Background: an optimization exercise with open tools, aiming at small area, a short achievable clock period and few clock cycles per item. Do not read the settings as production practice.
At most, simulation tests tie the RTL to the original design; equivalence was not proved.
No functional check of the RTL was part of run 4.
Power and IR drop assume default switching activity.

<file path="flow/config.mk">
export PLATFORM = sky130hd
export DESIGN_NAME = magma_enc
export DESIGN_NICKNAME = magma_enc
export VERILOG_FILES = /design/flow/design.v
export SDC_FILE = /design/flow/constraint.sdc
export NUM_CORES = 4
export LEC_CHECK = 0
export ABC_AREA = 1
export CAP_MARGIN = 20
export CORE_MARGIN = 2
export CORE_UTILIZATION = 55
export CTS_CLUSTER_DIAMETER = 110
export CTS_CLUSTER_SIZE = 28
export PLACE_DENSITY = 0.7
export SETUP_SLACK_MARGIN = 3.8
export SLEW_MARGIN = 20
</file>
<file path="flow/constraint.sdc">
create_clock -name core_clock -period 6.0 [get_ports {clk}]
set_input_delay 1.2000 -clock core_clock [delete_from_list [all_inputs] [get_ports {clk}]]
set_output_delay 1.2000 -clock core_clock [all_outputs]
set_load 0.01 [all_outputs]
</file>
<file path="flow/design.v">
module magma_enc(
    input  clk,
    input  rst,
    input  start,
    input  [255:0] key,
    input  [63:0] block_in,
    output ready,
    output reg valid,
    output [31:0] data,
    output [31:0] data_out
);
localparam [511:0] SB0 = 512'h1f307d8e9b5a264cf0db74e1c5a93286069c471edaf2853bb9e35a076f4d128cc24be390d618a5f70e34187bac296fd573ad0b4fc19652e82bc96af43850de71;
localparam [511:0] SB1 = 512'hc1f307d8e9b5a2646f0db74e1c5a9328b069c471edaf2853cb9e35a076f4d1287c24be390d618a5f50e34187bac296fd873ad0b4fc19652e12bc96af43850de7;
reg [31:0] kr0, kr1, kr2, kr3, kr4, kr5, kr6, kr7;
reg [31:0] rk;
reg [31:0] a1, a0;
reg [4:0]  cnt;
reg        busy;
assign ready = !busy;
assign data_out = a0;
assign data     = a1;
wire [7:0]  gen, prop;
wire [31:0] t0, t1;
genvar n;
generate
    for (n = 0; n < 8; n = n + 1) begin : nib
        wire [3:0] x = a0[4*n+3:4*n];
        wire [3:0] k = rk[4*n+3:4*n];
        wire [3:0] gg = x & k;
        wire [3:0] tt = x | k;
        wire [3:0] pp = x ^ k;
        wire [3:0] s;
        assign s[0]  = pp[0];
        assign s[1]  = pp[1] ^ gg[0];
        assign s[2]  = pp[2] ^ (gg[1] | tt[1] & x[0] & k[0]);
        assign s[3]  = pp[3] ^ (gg[2] | tt[2] & x[1] & k[1] | tt[2] & tt[1] & x[0] & k[0]);
        assign gen[n]  = gg[3] | tt[3] & gg[2] | tt[3] & tt[2] & gg[1] | tt[3] & tt[2] & tt[1] & gg[0];
        assign prop[n] = gg[3] | tt[3] & gg[2] | tt[3] & tt[2] & gg[1] | tt[3] & tt[2] & tt[1] & tt[0];
        wire [63:0] row  = SB0[64*(7-n) +: 64];
        wire [63:0] row1 = SB1[64*(7-n) +: 64];
        assign t0[4*n+3:4*n] = row[4*s +: 4];
        assign t1[4*n+3:4*n] = row1[4*s +: 4];
    end
endgenerate
wire [7:0] cin;
assign cin[0] = 1'b0;
generate
    for (n = 1; n < 8; n = n + 1) begin : cy
        wire [n-1:0] term;
        genvar j;
        for (j = 0; j < n; j = j + 1) begin : tm
            if (j == n - 1) begin : last
                assign term[j] = gen[j];
            end else begin : mid
                assign term[j] = gen[j] & (&prop[n-1:j+1]);
            end
        end
        assign cin[n] = |term;
    end
endgenerate
wire [31:0] a1r = {a1[10:0], a1[31:11]};
wire [31:0] blr = {block_in[10:0], block_in[31:11]};
wire [31:0] v0 = busy ? (a1r ^ t0) : blr;
wire [31:0] v1 = busy ? (a1r ^ t1) : blr;
wire [31:0] sbx;
generate
    for (n = 0; n < 8; n = n + 1) begin : sel
        assign sbx[4*n+3:4*n] = cin[n] ? v1[4*n+3:4*n] : v0[4*n+3:4*n];
    end
endgenerate
wire [31:0] a0_next = {sbx[20:0], sbx[31:21]};
reg [31:0] rk_next;
always @(*) begin
    if (cnt < 5'd23)
        rk_next = kr1;
    else
        case (cnt[1:0])
            2'd3: rk_next = kr0;    
            2'd0: rk_next = kr6;    
            2'd1: rk_next = kr4;    
            default: rk_next = kr2;  
        endcase
end
always @(posedge clk) begin
    if (!busy) begin
        kr0 <= key[255:224];
        kr1 <= key[223:192];
        kr2 <= key[191:160];
        kr3 <= key[159:128];
        kr4 <= key[127:96];
        kr5 <= key[95:64];
        kr6 <= key[63:32];
        kr7 <= key[31:0];
        rk  <= key[255:224];
        a1  <= block_in[63:32];
        cnt <= 5'd0;
    end else begin
        kr0 <= kr1;
        kr1 <= kr2;
        kr2 <= kr3;
        kr3 <= kr4;
        kr4 <= kr5;
        kr5 <= kr6;
        kr6 <= kr7;
        kr7 <= kr0;
        rk  <= rk_next;
        a1  <= a0;
        cnt <= cnt + 5'd1;
    end
end
always @(posedge clk) begin
    a0 <= a0_next;
end
always @(posedge clk) begin
    if (rst) begin
        busy  <= 1'b0;
        valid <= 1'b0;
    end else begin
        valid <= busy && (cnt == 5'd31);
        if (!busy)
            busy <= start;
        else if (cnt == 5'd31)
            busy <= 1'b0;
    end
end
endmodule
</file>
<file path="flow/flow/run.sh">
#!/bin/bash
cp standard.sh standard_sh.txt
export BUFFER_PORTS_ARGS="-buffer_cell sky130_fd_sc_hd__buf_1"
bash standard.sh > standard.log 2>&1
</file>
<file path="flow/standard.sh">
#!/bin/bash
# synth_recipe.tcl (not shown) runs the flow's synth.tcl, then flattens the netlist and writes it again
# the make line also repeats each setting of config.mk as NAME=value (left out here)
make -C /OpenROAD-flow-scripts/flow DESIGN_CONFIG=/design/flow/config.mk WORK_HOME=/design/flow/orfs CLKGATE_MAP_FILE= SYNTH_SCRIPT=/design/flow/synth_recipe.tcl "${@:-finish}"
</file>
==> results of run 1 <==
-- state kept, by name (all words and copies together), names as in the netlist --
name   flops
a1        32
kr1       32
valid      1
kr4       32
rk        32
kr5       32
busy       1
kr7       32
kr6       32
kr2       32
cnt        5
a0        32
kr3       32
kr0       32
-- report_power, final --
group / internal [uW] / switching, uW / leakage [uW]
clock: 535 / 805 / 0.000231
sequential: 2800 / 269 / 0.00304
combinational: 2300 / 3580 / 0.00811
-- area by class of cell --
| type | count | area, sq um | area share (%) |
|---|---|---|---|
| flip-flops and latches | 359 | 7360 | 33.1 |
| repair inverters | 3 | 26.3 | 0.118 |
| clock buffers | 18 | 429 | 1.93 |
| diodes | 5 | 12.5 | 0.0562 |
| well taps | 442 | 553 | 2.49 |
| multi-input cells | 2089 | 10300 | 46.3 |
| clock inverters | 5 | 50.0 | 0.225 |
| repair buffers | 487 | 2760 | 12.4 |
| inverters | 194 | 756 | 3.40 |
-- worst max path at each step --
stage                      start  cells after the start              to  slack (ps)
2_1_floorplan     a0[21]$_DFF_P_                     16  a0[31]$_DFF_P_        3810
3_5_place_dp   cnt[0]$_SDFF_PN0_                      8  rk[25]$_DFF_P_        3260
3_3_place_gp   cnt[0]$_SDFF_PN0_                      8  rk[25]$_DFF_P_        3310
4_1_cts          busy$_SDFF_PP0_                      2           ready        3610
6_report         busy$_SDFF_PP0_                      2           ready        3650
5_1_grt          busy$_SDFF_PP0_                      2           ready        3610
-- timing repair --
action	CTS	global route
cloned	3	0
pin swaps	8	17
resized for setup	265	65
setup buffers	77	13
hold buffers	0	0
setup endpoints to repair	305	218
-- synthesized netlist by cell type --
| cell | number | share of area [%] |
|---|---|---|
| sky130_fd_sc_hd__nor3b_1 | 1 | 0.041 |
| sky130_fd_sc_hd__a21boi_0 | 1 | 0.041 |
| sky130_fd_sc_hd__nand4_1 | 19 | 0.65 |
| sky130_fd_sc_hd__o211ai_1 | 1 | 0.041 |
| sky130_fd_sc_hd__clkbuf_1 | 47 | 0.97 |
| sky130_fd_sc_hd__nor2_2 | 3 | 0.10 |
| sky130_fd_sc_hd__xnor2_1 | 10 | 0.48 |
| sky130_fd_sc_hd__or2_2 | 1 | 0.034 |
| sky130_fd_sc_hd__inv_1 | 183 | 3.8 |
| sky130_fd_sc_hd__buf_1 | 5 | 0.10 |
| sky130_fd_sc_hd__nor2_1 | 76 | 1.6 |
| sky130_fd_sc_hd__a31oi_1 | 1 | 0.034 |
| sky130_fd_sc_hd__buf_2 | 47 | 1.3 |
| sky130_fd_sc_hd__nand2_1 | 1380 | 28 |
| sky130_fd_sc_hd__xor2_1 | 4 | 0.19 |
| sky130_fd_sc_hd__inv_2 | 11 | 0.23 |
| sky130_fd_sc_hd__dfxtp_1 | 359 | 39 |
| sky130_fd_sc_hd__xnor2_2 | 1 | 0.089 |
| sky130_fd_sc_hd__ha_1 | 115 | 7.9 |
| sky130_fd_sc_hd__a311oi_1 | 32 | 1.5 |
| sky130_fd_sc_hd__buf_6 | 1 | 0.062 |
| sky130_fd_sc_hd__a21oi_1 | 70 | 1.9 |
| sky130_fd_sc_hd__o21ai_0 | 72 | 2.0 |
| sky130_fd_sc_hd__a21oi_2 | 3 | 0.14 |
| sky130_fd_sc_hd__nand2_2 | 21 | 0.72 |
| sky130_fd_sc_hd__or2_1 | 2 | 0.069 |
| sky130_fd_sc_hd__a21oi_4 | 1 | 0.089 |
| sky130_fd_sc_hd__nor3_1 | 2 | 0.055 |
| sky130_fd_sc_hd__o21ai_1 | 28 | 0.77 |
| sky130_fd_sc_hd__o21bai_2 | 1 | 0.062 |
| sky130_fd_sc_hd__nand3b_1 | 5 | 0.21 |
| sky130_fd_sc_hd__nand3_1 | 225 | 6.2 |
| sky130_fd_sc_hd__nand3_2 | 12 | 0.66 |
| sky130_fd_sc_hd__nor2_4 | 2 | 0.12 |
| sky130_fd_sc_hd__buf_4 | 3 | 0.12 |
-- worst min-delay path, cell delays in order (launching register included) --
cell and delay, ps:
sky130_fd_sc_hd__dfxtp_1 320, sky130_fd_sc_hd__nand2_1 40, sky130_fd_sc_hd__nand2_1 50
-- per-stage QoR --
step / instance area (sq um) / utilization [%] / instances / hold slack [ps] / setup WS, ps
after floorplan: 18200 / - / 2745 / 403 / 3810
after global placement: 19900 / 61.0 / 3481 / 405 / 3310
after detailed placement: 19900 / 61.0 / 3481 / 408 / 3260
after CTS: 21800 / 66.9 / 3584 / 428 / 3610
after global routing: 22200 / 68.2 / 3600 / 443 / 3610
final: 22300 / 68.2 / 3602 / 421 / 3650
-- logic make-up after synthesis --
logic type	count (synthesis)
buf+inv	297
fa+ha+maj	115
simple gates	1749
flops	359
xor+xnor	15
compound gates	210
-- metal layers --
layer	global-route usage, %	part of all wire, %	up-vias
met2	55.2	46	683
met5	0	0.055	-
met4	12.2	3.9	4
met3	4.11	6.9	111
li1	-	-	9421
met1	41.9	43	8588
==> insert_results.sql, run 1 <==
INSERT INTO impl_metrics (metric_group, metric, value, unit) VALUES
('outcome', 'run_status', 'finished clean', ''),
('timing', 'worst_clock_skew', '17.0', 'ps'),
('critical_path', 'critPathLaunchType', 'flip-flop', ''),
('clocking', 'cts_inserted_buffers', '17', ''),
('synthesis', 'post_synth_num_cell_types', '35', ''),
('timing', 'fmax', '425', 'MHz'),
('finish', 'syn_to_layout_area_delta', '22.0', '%'),
('timing', 'final_hold_viol_count', '0', ''),
('critical_path', 'critical_path_arrival', '1150', 'ps'),
('clocking', 'cts_htree_levels', '1', ''),
('synthesis', 'compound_cell_area_share_of_the_yosys_netlist', '6.61', '%'),
('critical_path', 'worst_path_max_delay_cell', 'sky130_fd_sc_hd__dfxtp_4', ''),
('clocking', 'ctsRootBufferMaster', 'sky130_fd_sc_hd__clkbuf_16', ''),
('finish', 'final_stage_net_count', '3589', ''),
('grt', 'groute.usage.overall', '32.4', '%'),
('finish', 'final_common_cell', 'sky130_fd_sc_hd__nand2_1', ''),
('floorplan', 'design.die.area', '0.0346', 'sq mm'),
('synthesis', 'synth-simple-area-share', '38.8', '%'),
('critical_path', 'r2r_setup_slack', '3750', 'ps'),
('critical_path', 'path_cells', 'inv_16 > buf_6', ''),
('placement', 'gp_congestion', '0.914', ''),
('route', 'dr_total_vias', '18800', ''),
('route', 'postRouteWirelength', '57800', 'um'),
('clocking', 'worstSkewPairLatency', '540', 'ps'),
('floorplan', 'core_region_area', '0.0326', 'sq mm'),
('timing', 'worst-slew-pin-transition', '911', 'ps'),
('route', 'vias_per_cell', '5.22', ''),
('critical_path', 'worstReg2RegStart', 'busy$_SDFF_PP0_', ''),
('critical_path', 'r2r_path_end', 'kr7[10]$_DFF_P_', ''),
('critical_path', 'worst-endpoint-required', '4800', 'ps'),
('synthesis', 'yosys-mux-area-fraction', '0', '%'),
('grt', 'grt_pass1_wl', '88400', 'um'),
('finish', 'layout_common_cells', 'sky130_fd_sc_hd__nand2_1, sky130_fd_sc_hd__buf_1, sky130_fd_sc_hd__dfxtp_1', ''),
('synthesis', 'netlist_instances', '2745', ''),
('job', 'max_cap_viol_count', '0', ''),
('synthesis', 'ys_seq_area_share', '39.4', '%'),
('grt', 'vias_in_the_first_global_route', '17400', ''),
('synthesis', 'synth-warning-count', '1', ''),
('hold_path', 'holdCritPathClass', 'flip-flop to flip-flop', ''),
('power', 'ir_drop', '241', 'uV'),
('finish', 'fillCellCount', '2917', ''),
('route', 'route.detailed.drc', '0', ''),
('synthesis', 'synth_nets', '3183', ''),
('clocking', 'cts.sink_count', '359', ''),
('grt', 'global_route.overflow_total', '0', ''),
('critical_path', 'worst_path_dominant_cell_family', 'flip-flops', ''),
('synthesis', 'synth_top_family_by_area', 'simple AND/OR/NAND/NOR gates', ''),
('critical_path', 'crit_type', 'flip-flop to output port', ''),
('synthesis', 'ys_seq_elements', '359', ''),
('hold_path', 'hold_path_startpoint', 'kr5[26]$_DFF_P_', ''),
('timing', 'slew_violations', '0', ''),
('critical_path', 'critPathMaxFanout', '4', ''),
('timing', 'setup_viol_count_final', '0', ''),
('hold_path', 'worstHoldEndpoint', 'kr4[26]$_DFF_P_', ''),
('route', 'wire_per_inst', '16.0', 'um'),
('grt', 'largest_net_degree_at_the_start_of_global_routing', '199', ''),
('clocking', 'cts-root-to-sink-buffers', '3', ''),
('placement', 'port_buffers', '388', ''),
('synthesis', 'cell_area_after_synthesis', '0.0182', 'sq mm'),
('timing', 'minimum_period_implied_by_the_final_worst_setup_slack', '2350', 'ps'),
('clocking', 'tritoncts', 'built', ''),
('clocking', 'path_clk_slew', '120', 'ps'),
('synthesis', 'post_synth.cell_area_avg', '6.64', 'sq um'),
('placement', 'detailed_place_hpwl', '40900', 'um'),
('power', 'standby_leakage_power', '0.0114', 'uW'),
('timing', 'rsz0062_at_grt', 'yes', ''),
('hold_path', 'hold_depth', '2', ''),
('route', 'detailedRoute.firstIterationViolations', '1357', ''),
('timing', 'slew_headroom', '39.2', '%'),
('power', 'post-layout-total-power', '10300', 'uW'),
('route', 'antenna_left', '0', '');
Testbench counts, summed over its fixed seeds: cycles 25,344, items 768.
==> inputs of run 2 (changes only) <==
--- a/flow/config.mk
+++ b/flow/config.mk
@@ -14,3 +14,3 @@
 export PLACE_DENSITY = 0.7
-export SETUP_SLACK_MARGIN = 3.8
+export SETUP_SLACK_MARGIN = 4.1
 export SLEW_MARGIN = 20
==> insert_results.sql, run 2 <==
INSERT INTO impl_metrics (metric_group, metric, value, unit) VALUES
('grt', 'largest_net_degree_at_the_start_of_global_routing', '124', ''),
('clocking', 'cts-root-to-sink-buffers', '3', ''),
('timing', 'slew_violations', '0', ''),
('grt', 'vias_in_the_first_global_route', '18100', ''),
('power', 'pwr_density_cell', '492', 'mW/mm^2'),
('placement', 'detailed_place_hpwl', '41200', 'um'),
('clocking', 'tritoncts', 'built', ''),
('route', 'antenna_left', '0', ''),
('grt', 'grt_antenna_before_repair', '9', ''),
('critical_path', 'worst-endpoint-required', '4800', 'ps'),
('critical_path', 'critical_path.endpoint_type', 'output port', ''),
('critical_path', 'critical_path_arrival', '1120', 'ps'),
('synthesis', 'dominantRegCellSynth', 'sky130_fd_sc_hd__dfxtp_1', ''),
('synthesis', 'netlist.top_cell.by_area', 'sky130_fd_sc_hd__dfxtp_1', ''),
('hold_path', 'worstHoldEndpoint', 'kr2[24]$_DFF_P_', ''),
('power', 'ir_drop', '286', 'uV'),
('timing', 'layout_setup_ws', '3680', 'ps'),
('route', 'vias_per_cell', '5.36', ''),
('synthesis', 'cell_area_after_synthesis', '0.0182', 'sq mm'),
('power', 'standby_leakage_power', '0.0119', 'uW'),
('grt', 'groute.usage.overall', '34.0', '%'),
('clocking', 'cts_htree_levels', '1', ''),
('synthesis', 'compound_cell_area_share_of_the_yosys_netlist', '6.61', '%'),
('synthesis', 'synth-warning-count', '1', ''),
('critical_path', 'startpoint', 'busy$_SDFF_PP0_', ''),
('synthesis', 'synth-simple-area-share', '38.8', '%'),
('finish', 'regArea', '0.00741', 'sq mm'),
('placement', 'gp_congestion', '0.921', ''),
('clocking', 'cts_inserted_buffers', '17', ''),
('critical_path', 'worstReg2RegStart', 'a0[9]$_DFF_P_', ''),
('timing', 'worst_clock_skew', '17.4', 'ps'),
('finish', 'fillCellCount', '2647', ''),
('critical_path', 'critPathMaxFanout', '2', ''),
('synthesis', 'netlist_instances', '2745', ''),
('clocking', 'cts.sink_count', '359', ''),
('critical_path', 'critPathLaunchType', 'flip-flop', ''),
('synthesis', 'post-synth-top-area-fraction', '39.4', '%'),
('floorplan', 'floorplan.io_pins', '389', ''),
('synthesis', 'ys_seq_area_share', '39.4', '%'),
('critical_path', 'r2r.worst_path.cells', '16', ''),
('synthesis', 'yosys-mux-area-fraction', '0', '%'),
('critical_path', 'crit_type', 'flip-flop to output port', ''),
('clocking', 'path_clk_slew', '110', 'ps'),
('finish', 'drive_gt1_share', '20.1', '%'),
('placement', 'setup_slack_after_placement', '3270', 'ps'),
('floorplan', 'die_height', '186', 'um'),
('synthesis', 'ys_seq_elements', '359', ''),
('synthesis', 'post_synth_xor_area_fraction', '0.761', '%'),
('floorplan', 'core_region_area', '0.0326', 'sq mm'),
('floorplan', 'initial_utilization', '55.9', '%'),
('timing', 'setup_viol_count_final', '0', ''),
('route', 'wire_per_inst', '17.3', 'um'),
('route', 'drtPass1Iterations', '7', ''),
('synthesis', 'synth_nets', '3183', ''),
('synthesis', 'library_cell_with_the_highest_instance_count_after_synthesis', 'sky130_fd_sc_hd__nand2_1', ''),
('route', 'route.detailed.drc', '0', ''),
('grt', 'grt_pass1_wl', '92300', 'um'),
('clocking', 'worstSkewPairLatency', '530', 'ps'),
('timing', 'slew_headroom', '59.1', '%'),
('timing', 'minimum_period_implied_by_the_final_worst_setup_slack', '2320', 'ps'),
('critical_path', 'r2r_setup_slack', '3800', 'ps'),
('route', 'detailedRoute.firstIterationViolations', '1532', ''),
('synthesis', 'post_synth_num_cell_types', '35', ''),
('timing', 'worst-slew-pin-transition', '613', 'ps'),
('synthesis', 'asyncSetResetFlopFracSynth', '0', '%'),
('synthesis', 'synthAdderAreaFrac', '7.89', '%'),
('synthesis', 'synth_top_family_by_area', 'simple AND/OR/NAND/NOR gates', ''),
('grt', 'global_route.overflow_total', '0', ''),
('timing', 'share_of_the_cycle_needed_by_the_critical_path_after_routing', '38.6', '%'),
('finish', 'syn_to_layout_area_delta', '31.9', '%'),
('timing', 'final_hold_viol_count', '0', ''),
('synthesis', 'synth_commonest_cells', 'sky130_fd_sc_hd__nand2_1, sky130_fd_sc_hd__dfxtp_1, sky130_fd_sc_hd__nand3_1', ''),
('timing', 'setup_total_negative_slack', '0', 'ps'),
('route', 'dr_total_vias', '19600', ''),
('hold_path', 'hold_depth', '2', ''),
('finish', 'multiInputGateArea', '0.0114', 'sq mm'),
('hold_path', 'holdCritPathClass', 'flip-flop to flip-flop', ''),
('timing', 'final.hold.worst_slack', '431', 'ps'),
('timing', 'fmax', '432', 'MHz'),
('hold_path', 'hold_path_startpoint', 'kr3[24]$_DFF_P_', ''),
('outcome', 'run_status', 'finished clean', ''),
('synthesis', 'post_synth.cell_area_avg', '6.64', 'sq um'),
('floorplan', 'chipWidth', '186', 'um'),
('job', 'max_cap_viol_count', '0', ''),
('critical_path', 'r2r_path_end', 'a0[22]$_DFF_P_', ''),
('finish', 'layout_common_cells', 'sky130_fd_sc_hd__nand2_1, sky130_fd_sc_hd__buf_1, sky130_fd_sc_hd__dfxtp_1', ''),
('clocking', 'ctsRootBufferMaster', 'sky130_fd_sc_hd__clkbuf_16', ''),
('floorplan', 'design.die.area', '0.0346', 'sq mm'),
('floorplan', 'placement_row_count', '66', ''),
('timing', 'rsz0062_at_grt', 'yes', ''),
('placement', 'port_buffers', '388', ''),
('finish', 'final_stage_net_count', '3639', ''),
('synthesis', 'synth_top_cells_by_area', 'sky130_fd_sc_hd__dfxtp_1, sky130_fd_sc_hd__nand2_1, sky130_fd_sc_hd__ha_1, sky130_fd_sc_hd__nand3_1, sky130_fd_sc_hd__inv_1', ''),
('route', 'postRouteWirelength', '63200', 'um'),
('synthesis', 'synth_enable_flop_cells', '0', ''),
('finish', 'final_common_cell', 'sky130_fd_sc_hd__nand2_1', '');
==> run 2: stage by stage <==
step	utilization [%]	total power [uW]	instances	cell area, sq um
final	73.8	11800	3654	24100
after global routing	73.7	12700	3652	24100
after global placement	61.8	8030	3480	20100
after CTS	69.8	10600	3607	22800
after floorplan	-	6870	2745	18500
after detailed placement	61.8	8120	3480	20100
==> run 2: cell type report <==
cell class	count	share of cell area (%)
Tap cell	442	2.30
Sequential cell	359	30.8
Inverter	194	3.37
Multi-Input combinational cell	2091	47.5
Timing Repair inverter	3	0.109
Clock inverter	3	0.161
Clock buffer	18	1.78
Antenna cell	9	0.0936
Timing Repair Buffer	535	13.9
==> run 2: worst max-delay path: stages (launching register included) <==
cell and delay [ps]:
sky130_fd_sc_hd__dfxtp_4 430, sky130_fd_sc_hd__inv_16 40, sky130_fd_sc_hd__buf_6 110
==> run 2: what timing repair did <==
item	CTS	global route
pin swaps	55	133
gates cloned	5	4
resized for setup	399	257
hold buffers	0	0
buffers inserted	101	34
setup endpoints to repair	366	125
==> run 2: power breakdown <==
group          switching, uW  internal (uW)
logic                   4350           3060
clock network            789            534
registers                297           2810
==> run 2: how the worst max path moves through the flow <==
stage | end | slack (ps) | cells past startpoint
5_1_grt | a0[20]$_DFF_P_ | 3490 | 17
3_5_place_dp | a0[18]$_DFF_P_ | 3270 | 6
2_1_floorplan | ready | 3990 | 5
3_3_place_gp | a0[18]$_DFF_P_ | 3310 | 6
4_1_cts | ready | 3680 | 2
6_report | ready | 3680 | 2
==> run 2: cells by family after synthesis <==
group,Yosys count
AO/OA/AOI/OAI,210
XOR/XNOR,15
adder cells (fa/ha/maj),115
buffers and inverters,297
flip-flops,359
AND/OR/NAND/NOR,1749
==> run 2: metal layers <==
layer	up-vias	track usage [%]	part of all wire, %
li1	9551	-	-
met1	9052	43.2	41
met2	813	57.7	47
met3	164	5.32	7.6
met4	4	13.4	4.3
met5	-	0	0.043
==> inputs of run 3 (changes only) <==
--- a/flow/config.mk
+++ b/flow/config.mk
@@ -14,3 +14,3 @@
 export PLACE_DENSITY = 0.7
-export SETUP_SLACK_MARGIN = 4.1
+export SETUP_SLACK_MARGIN = 3.5
 export SLEW_MARGIN = 20
==> insert_results.sql, run 3 <==
INSERT INTO impl_metrics (metric_group, metric, value, unit) VALUES
('clocking', 'cts.sink_count', '359', ''),
('grt', 'vias_in_the_first_global_route', '16600', ''),
('clocking', 'ctsRootBufferMaster', 'sky130_fd_sc_hd__clkbuf_16', ''),
('synthesis', 'dominantRegCellSynth', 'sky130_fd_sc_hd__dfxtp_1', ''),
('critical_path', 'worst-endpoint-required', '4800', 'ps'),
('synthesis', 'post_synth.cell_area_avg', '6.64', 'sq um'),
('floorplan', 'chipWidth', '186', 'um'),
('critical_path', 'worstPathBufferInverterCount', '1', ''),
('timing', 'slew_headroom', '26.7', '%'),
('synthesis', 'cell_area_after_synthesis', '0.0182', 'sq mm'),
('route', 'vias_per_cell', '5.19', ''),
('synthesis', 'post_synth_num_cell_types', '35', ''),
('timing', 'fmax', '409', 'MHz'),
('floorplan', 'core_region_area', '0.0326', 'sq mm'),
('synthesis', 'synth-simple-area-share', '38.8', '%'),
('synthesis', 'netlist_instances', '2745', ''),
('route', 'antenna_left', '0', ''),
('timing', 'setup_viol_count_final', '0', ''),
('power', 'post-layout-total-power', '9420', 'uW'),
('clocking', 'cts_htree_levels', '1', ''),
('route', 'postRouteWirelength', '56300', 'um'),
('grt', 'grt_pass1_wl', '85600', 'um'),
('floorplan', 'design.die.area', '0.0346', 'sq mm'),
('timing', 'slew_violations', '0', ''),
('route', 'dr_total_vias', '18300', ''),
('timing', 'worst_clock_skew', '29.5', 'ps'),
('clocking', 'worstSkewPairLatency', '520', 'ps'),
('synthesis', 'compound_cell_area_share_of_the_yosys_netlist', '6.61', '%'),
('synthesis', 'post-synth-top-area-fraction', '39.4', '%'),
('synthesis', 'ys_seq_elements', '359', ''),
('synthesis', 'synth-warning-count', '1', ''),
('finish', 'final_stage_net_count', '3515', ''),
('clocking', 'cts_inserted_buffers', '17', ''),
('floorplan', 'placement_row_count', '66', ''),
('synthesis', 'netlist.top_cell.by_area', 'sky130_fd_sc_hd__dfxtp_1', ''),
('critical_path', 'critical_path.endpoint_type', 'output port', ''),
('clocking', 'postCtsHoldBufs', '0', ''),
('placement', 'detailed_place_hpwl', '41500', 'um'),
('clocking', 'tritoncts', 'built', ''),
('timing', 'rsz0062_at_grt', 'yes', ''),
('route', 'drtPass1Iterations', '7', ''),
('clocking', 'path_clk_slew', '110', 'ps'),
('timing', 'final.hold.worst_slack', '405', 'ps'),
('grt', 'largest_net_degree_at_the_start_of_global_routing', '251', ''),
('placement', 'port_buffers', '388', ''),
('floorplan', 'floorplan.io_pins', '389', ''),
('synthesis', 'library_cell_with_the_highest_instance_count_after_synthesis', 'sky130_fd_sc_hd__nand2_1', ''),
('critical_path', 'crit_type', 'flip-flop to output port', ''),
('route', 'route.detailed.drc', '0', ''),
('critical_path', 'path_cells', 'buf_1', ''),
('route', 'wire_per_inst', '16.0', 'um'),
('synthesis', 'synth_top_cells_by_area', 'sky130_fd_sc_hd__dfxtp_1, sky130_fd_sc_hd__nand2_1, sky130_fd_sc_hd__ha_1, sky130_fd_sc_hd__nand3_1, sky130_fd_sc_hd__inv_1', ''),
('placement', 'placed_cells_incl_taps', '3482', ''),
('synthesis', 'synth_commonest_cells', 'sky130_fd_sc_hd__nand2_1, sky130_fd_sc_hd__dfxtp_1, sky130_fd_sc_hd__nand3_1', ''),
('grt', 'grt_antenna_before_repair', '6', ''),
('placement', 'placed_area', '0.0199', 'sq mm'),
('placement', 'gp_congestion', '0.950', ''),
('synthesis', 'ys_seq_area_share', '39.4', '%'),
('critical_path', 'worst_path_max_delay_cell', 'sky130_fd_sc_hd__dfxtp_1', ''),
('outcome', 'run_status', 'finished clean', ''),
('critical_path', 'critPathMaxStageDelay', '490', 'ps'),
('power', 'standby_leakage_power', '0.0107', 'uW'),
('finish', 'syn_to_layout_area_delta', '13.4', '%'),
('timing', 'minimum_period_implied_by_the_final_worst_setup_slack', '2440', 'ps'),
('synthesis', 'synth_top_family_by_area', 'simple AND/OR/NAND/NOR gates', ''),
('synthesis', 'post_synth_xor_area_fraction', '0.761', '%'),
('route', 'detailedRoute.firstIterationViolations', '1470', ''),
('timing', 'share_of_the_cycle_needed_by_the_critical_path_after_routing', '40.7', '%'),
('power', 'ir_drop', '246', 'uV'),
('finish', 'final_cell_area', '0.0207', 'sq mm'),
('hold_path', 'holdCritPathClass', 'flip-flop to flip-flop', ''),
('critical_path', 'critical_path_arrival', '1240', 'ps'),
('synthesis', 'synth_enable_flop_cells', '0', ''),
('synthesis', 'yosys-mux-area-fraction', '0', '%'),
('synthesis', 'asyncSetResetFlopFracSynth', '0', '%'),
('critical_path', 'critPathLaunchType', 'flip-flop', ''),
('clocking', 'cts-root-to-sink-buffers', '3', ''),
('finish', 'final-instance-count-excl-fill', '3522', ''),
('critical_path', 'worst_path_dominant_cell_family', 'flip-flops', ''),
('job', 'max_cap_viol_count', '0', ''),
('finish', 'drive_gt1_share', '3.90', '%'),
('grt', 'groute.usage.overall', '31.3', '%'),
('synthesis', 'synthAdderAreaFrac', '7.89', '%'),
('timing', 'setup_total_negative_slack', '0', 'ps'),
('critical_path', 'critPathMaxFanout', '4', ''),
('floorplan', 'initial_utilization', '55.9', '%'),
('finish', 'final_common_cell', 'sky130_fd_sc_hd__nand2_1', ''),
('timing', 'final_hold_viol_count', '0', ''),
('timing', 'worst-slew-pin-transition', '1100', 'ps'),
('synthesis', 'synth_nets', '3183', ''),
('grt', 'global_route.overflow_total', '0', ''),
('power', 'pwr_density_cell', '456', 'mW/mm^2'),
('finish', 'layout_common_cells', 'sky130_fd_sc_hd__nand2_1, sky130_fd_sc_hd__buf_1, sky130_fd_sc_hd__dfxtp_1', ''),
('floorplan', 'die_height', '186', 'um');
[run 3: cell counts after synthesis]
Identical to the previous run, type by type.
[run 3: timing repair]
item	in CTS	in global routing
cloned	2	1
setup buffers	5	10
pin swaps	0	2
gates resized for setup	8	14
setup endpoints to repair	27	38
[run 3: kinds of logic after synthesis]
group                    after synthesis
AND/OR/NAND/NOR                     1749
flip-flops                           359
buffers and inverters                297
AO/OA/AOI/OAI                        210
adder cells (fa/ha/maj)              115
XOR/XNOR                              15
[run 3: path summary, 6_finish.rpt]
kind	start	endpoint	slack (ps)	depth (start not counted)
hold reg to reg	kr7[25]$_DFF_P_	kr6[25]$_DFF_P_	410	2
hold / removal	kr7[25]$_DFF_P_	kr6[25]$_DFF_P_	410	2
setup / recovery	a0[1]$_DFF_P_	data_out[1]	3560	1
setup reg to reg	cnt[0]$_SDFF_PN0_	rk[16]$_DFF_P_	3630	9
[run 3: layer usage]
metal  GRT usage, %  routed length (um)  up-vias
met5              0                  26        -
met4           9.73                1650        4
met3           4.03                4120       89
met2           52.4               25900      674
met1           42.1               24600     8257
li1               -                   -     9256
[run 3: final cells by class]
class	count	area [sq um]
antenna	2	5.00
clock buffer	17	425
clock inverter	3	61.3
fill	3147	11900
inverter	194	758
multi-input combinational	2089	9960
sequential	359	7200
tap	442	553
timing repair buffer	413	1690
timing repair inverter	3	28.8
[run 3: power breakdown]
group	internal, uW	switching, uW
clock	573	791
sequential	2740	339
combinational	1710	3270
total	5030	4400
[run 3: metrics by stage]
stage | setup slack [ps] | utilization, %
after detailed placement | 2930 | 61.0
after floorplan | 3720 | -
final | 3560 | 63.4
after global routing | 3430 | 63.4
after global placement | 2940 | 61.0
after CTS | 3420 | 62.9
==> inputs of run 4 (changes only) <==
--- a/flow/design.v
+++ b/flow/design.v
@@ -31,7 +31,3 @@
         wire [3:0] pp = x ^ k;
-        wire [3:0] s;
-        assign s[0]  = pp[0];
-        assign s[1]  = pp[1] ^ gg[0];
-        assign s[2]  = pp[2] ^ (gg[1] | tt[1] & x[0] & k[0]);
-        assign s[3]  = pp[3] ^ (gg[2] | tt[2] & x[1] & k[1] | tt[2] & tt[1] & x[0] & k[0]);
+        wire [3:0] s = x + k;
         assign gen[n]  = gg[3] | tt[3] & gg[2] | tt[3] & tt[2] & gg[1] | tt[3] & tt[2] & tt[1] & gg[0];
--- a/flow/config.mk
+++ b/flow/config.mk
@@ -11,6 +11,6 @@
 export CORE_UTILIZATION = 55
-export CTS_CLUSTER_DIAMETER = 110
-export CTS_CLUSTER_SIZE = 28
+export CTS_CLUSTER_DIAMETER = 100
+export CTS_CLUSTER_SIZE = 24
 export PLACE_DENSITY = 0.7
-export SETUP_SLACK_MARGIN = 3.5
+export SETUP_SLACK_MARGIN = 3.65
 export SLEW_MARGIN = 20
==> insert_results.sql, run 4 <==
INSERT INTO impl_metrics (metric_group, metric, value, unit) VALUES
('timing', 'setup_viol_count_final', '0', ''),
('floorplan', 'initial_utilization', '55.5', '%'),
('synthesis', 'cell_area_after_synthesis', '0.0179', 'sq mm'),
('timing', 'fmax', '405', 'MHz'),
('floorplan', 'core_region_area', '0.0323', 'sq mm'),
('synthesis', 'synth-warning-count', '1', ''),
('floorplan', 'die_height', '184', 'um'),
('floorplan', 'floorplan.io_pins', '389', ''),
('route', 'detailedRoute.firstIterationViolations', '1318', ''),
('synthesis', 'post-synth-top-area-fraction', '40.1', '%'),
('synthesis', 'netlist_instances', '2655', ''),
('floorplan', 'design.die.area', '0.0340', 'sq mm'),
('grt', 'groute.usage.overall', '31.1', '%'),
('timing', 'share_of_the_cycle_needed_by_the_critical_path_after_routing', '41.1', '%'),
('grt', 'vias_in_the_first_global_route', '16000', ''),
('synthesis', 'netlist.top_cell.by_area', 'sky130_fd_sc_hd__dfxtp_1', ''),
('critical_path', 'r2r.worst_path.cells', '10', ''),
('timing', 'setup_total_negative_slack', '0', 'ps'),
('route', 'vias_per_cell', '5.15', ''),
('synthesis', 'synth_nets', '3099', ''),
('finish', 'final_common_cell', 'sky130_fd_sc_hd__nand2_1', ''),
('timing', 'final_hold_viol_count', '0', ''),
('clocking', 'cts_inserted_buffers', '19', ''),
('finish', 'drive_gt1_share', '6.77', '%'),
('placement', 'gp_congestion', '0.951', ''),
('clocking', 'ctsRootBufferMaster', 'sky130_fd_sc_hd__clkbuf_16', ''),
('synthesis', 'synth_top_cells_by_area', 'sky130_fd_sc_hd__dfxtp_1, sky130_fd_sc_hd__nand2_1, sky130_fd_sc_hd__ha_1, sky130_fd_sc_hd__nand3_1, sky130_fd_sc_hd__inv_1', ''),
('synthesis', 'post_synth.cell_area_avg', '6.75', 'sq um'),
('clocking', 'tritoncts', 'built', ''),
('critical_path', 'critical_path.endpoint_type', 'output port', ''),
('synthesis', 'synth_enable_flop_cells', '0', ''),
('timing', 'slew_violations', '0', ''),
('timing', 'rsz0062_at_grt', 'yes', ''),
('critical_path', 'critPathLaunchType', 'flip-flop', ''),
('synthesis', 'post_synth_num_cell_types', '41', ''),
('critical_path', 'worst-endpoint-required', '4800', 'ps'),
('timing', 'worst-slew-pin-transition', '1040', 'ps'),
('timing', 'minimum_period_implied_by_the_final_worst_setup_slack', '2470', 'ps'),
('timing', 'final.hold.worst_slack', '430', 'ps'),
('job', 'max_cap_viol_count', '0', ''),
('placement', 'port_buffers', '388', ''),
('clocking', 'cts.sink_count', '359', ''),
('floorplan', 'chipWidth', '184', 'um'),
('critical_path', 'crit_type', 'flip-flop to output port', ''),
('grt', 'global_route.overflow_total', '0', ''),
('critical_path', 'worst_path_max_delay_cell', 'sky130_fd_sc_hd__dfxtp_4', ''),
('outcome', 'run_status', 'finished clean', ''),
('power', 'post-layout-total-power', '9450', 'uW'),
('grt', 'grt_antenna_before_repair', '5', ''),
('synthesis', 'asyncSetResetFlopFracSynth', '0', '%'),
('power', 'pwr_density_cell', '458', 'mW/mm^2'),
('hold_path', 'hold_depth', '2', ''),
('finish', 'layout_common_cells', 'sky130_fd_sc_hd__nand2_1, sky130_fd_sc_hd__buf_1, sky130_fd_sc_hd__dfxtp_1', ''),
('clocking', 'path_clk_slew', '100', 'ps'),
('critical_path', 'critPathMaxStageDelay', '500', 'ps'),
('clocking', 'cts-root-to-sink-buffers', '3', ''),
('route', 'postRouteWirelength', '55800', 'um'),
('placement', 'setup_slack_after_placement', '3140', 'ps'),
('route', 'antenna_left', '0', ''),
('route', 'dr_total_vias', '17700', ''),
('critical_path', 'path_cells', 'clkinv_16 > clkbuf_2', ''),
('timing', 'slew_headroom', '30.5', '%'),
('power', 'standby_leakage_power', '0.0105', 'uW'),
('route', 'wire_per_inst', '16.2', 'um'),
('clocking', 'worstSkewPairLatency', '530', 'ps'),
('finish', 'syn_to_layout_area_delta', '15.0', '%'),
('hold_path', 'holdCritPathClass', 'flip-flop to flip-flop', ''),
('grt', 'grt_pass1_wl', '83200', 'um'),
('synthesis', 'dominantRegCellSynth', 'sky130_fd_sc_hd__dfxtp_1', ''),
('power', 'ir_drop', '233', 'uV'),
('route', 'drtPass1Iterations', '5', ''),
('timing', 'worst_clock_skew', '12.5', 'ps'),
('clocking', 'cts_htree_levels', '1', ''),
('finish', 'final_stage_net_count', '3438', ''),
('critical_path', 'critPathMaxFanout', '5', ''),
('placement', 'detailed_place_hpwl', '40300', 'um'),
('finish', 'fillCellCount', '3080', ''),
('synthesis', 'ys_seq_elements', '359', ''),
('clocking', 'postCtsHoldBufs', '0', ''),
('synthesis', 'library_cell_with_the_highest_instance_count_after_synthesis', 'sky130_fd_sc_hd__nand2_1', ''),
('floorplan', 'placement_row_count', '66', ''),
('critical_path', 'critical_path_arrival', '1270', 'ps'),
('route', 'route.detailed.drc', '0', ''),
('timing', 'layout_setup_ws', '3530', 'ps'),
('synthesis', 'ys_seq_area_share', '40.1', '%'),
('grt', 'largest_net_degree_at_the_start_of_global_routing', '221', ''),
('synthesis', 'synth_commonest_cells', 'sky130_fd_sc_hd__nand2_1, sky130_fd_sc_hd__dfxtp_1, sky130_fd_sc_hd__inv_1', '');
-- run 4: cell types whose count changed after synthesis, moves of 8 or more --
| cell | delta |
|---|---|
| sky130_fd_sc_hd__a21oi_1 | +12 |
| sky130_fd_sc_hd__fa_1 | +8 |
| sky130_fd_sc_hd__inv_1 | -8 |
| sky130_fd_sc_hd__nand2_1 | -15 |
| sky130_fd_sc_hd__nand3_1 | -77 |
| sky130_fd_sc_hd__nand3_2 | -10 |
| sky130_fd_sc_hd__nand4_1 | -15 |
| sky130_fd_sc_hd__nor2_1 | -15 |
| sky130_fd_sc_hd__o21ai_0 | +23 |
| sky130_fd_sc_hd__xnor2_1 | -8 |
-- run 4: worst paths after layout --
path	startpoint	end	slack, ps
worst min-delay path	kr3[10]$_DFF_P_	kr2[10]$_DFF_P_	430
worst max register to register	rk[4]$_DFF_P_	a0[16]$_DFF_P_	3750
worst min register to register	kr3[10]$_DFF_P_	kr2[10]$_DFF_P_	430
worst max-delay path	busy$_SDFF_PP0_	ready	3530
-- run 4: timing repair --
action / 4_1_cts / 5_1_grt
hold endpoints to repair: 0 / 0
pin swaps: 1 / 18
setup endpoints to repair: 201 / 81
cloned: 1 / 2
gates resized for setup: 51 / 78
setup buffers: 5 / 20
-- run 4: power by group --
part / switching (uW) / leakage [uW] / internal (uW)
registers: 345 / 0.00303 / 2770
logic: 3180 / 0.00720 / 1760
clock network: 806 / 0.000252 / 585
-- run 4: cell type report --
| class | count | area (sq um) | share of cell area [%] |
|---|---|---|---|
| Antenna cell | 3 | 7.51 | 0.0364 |
| Multi-Input combinational cell | 2010 | 9730 | 47.2 |
| Tap cell | 442 | 553 | 2.68 |
| Clock buffer | 19 | 475 | 2.31 |
| Timing Repair inverter | 3 | 31.3 | 0.152 |
| Timing Repair Buffer | 419 | 1780 | 8.63 |
| Inverter | 182 | 721 | 3.50 |
| Clock inverter | 5 | 40.0 | 0.194 |
| Sequential cell | 359 | 7270 | 35.3 |
-- run 4: stage by stage --
stage,util (%),area (sq um),std cells
after detailed placement,60.4,19500,3387
after global placement,60.4,19500,3387
after CTS,62.5,20200,3417
after floorplan,-,17900,2655
after global routing,63.8,20600,3442
final,63.8,20600,3442
-- run 4: critical path, delay by kind of cell (launching register included) --
| family | cells | cell delay, ps |
|---|---|---|
| buffers and inverters | 2 | 220 |
| DFF | 1 | 500 |
-- run 4: metal layers --
| metal | routed length [um] | up-vias | share of wire [%] | track usage [%] |
|---|---|---|---|---|
| li1 | - | 8951 | - | - |
| met1 | 24400 | 7981 | 44 | 43.3 |
| met2 | 25200 | 698 | 45 | 50.8 |
| met3 | 4460 | 88 | 8.0 | 3.71 |
| met4 | 1650 | 4 | 3.0 | 8.77 |
| met5 | 27 | - | 0.048 | 0 |
-- run 4: cell families after synthesis --
logic type | Yosys count | synth area share [%]
fa+ha+maj | 121 | 8.79
buf+inv | 286 | 6.58
flops | 359 | 40.1
compound gates | 259 | 8.18
xor+xnor | 8 | 0.433
simple gates | 1622 | 35.9

port drivers added, routing unchanged:
How much do the figures lean on ideal ports? The routed layouts below were timed once more, with nothing changed but the port constraints. Step 1: set_driving_cell puts a clkbuf_16 on clk and a buf_2 on each other input, an assumption about the parent block. Step 2 moves the port delays by t, midway between the first and last clock arrival at a register: inputs arrive t later, outputs are due t later. That takes back most of the time a late clock gives input paths. Slacks: ideal / step 1 / step 2; pairs: ideal / step 1.
run	t (ns)	slack for setup (ns)	hold WS [ns]	worst setup path at the end	worst slew at a driven data input, ns
run 1	0.591	3.645 / 3.589 / 3.753	0.421 / 0.421 / 0.421	register to register	0.09
run 2	0.575	3.683 / 3.629 / 3.795	0.431 / 0.431 / 0.431	register to register	0.11
run 3	0.560	3.557 / 3.506 / 3.634	0.405 / 0.405 / 0.405	register to register	0.08
run 4	0.579	3.533 / 3.480 / 3.747	0.430 / 0.430 / 0.430	register to register	0.10
After both steps every run listed still meets setup and hold.
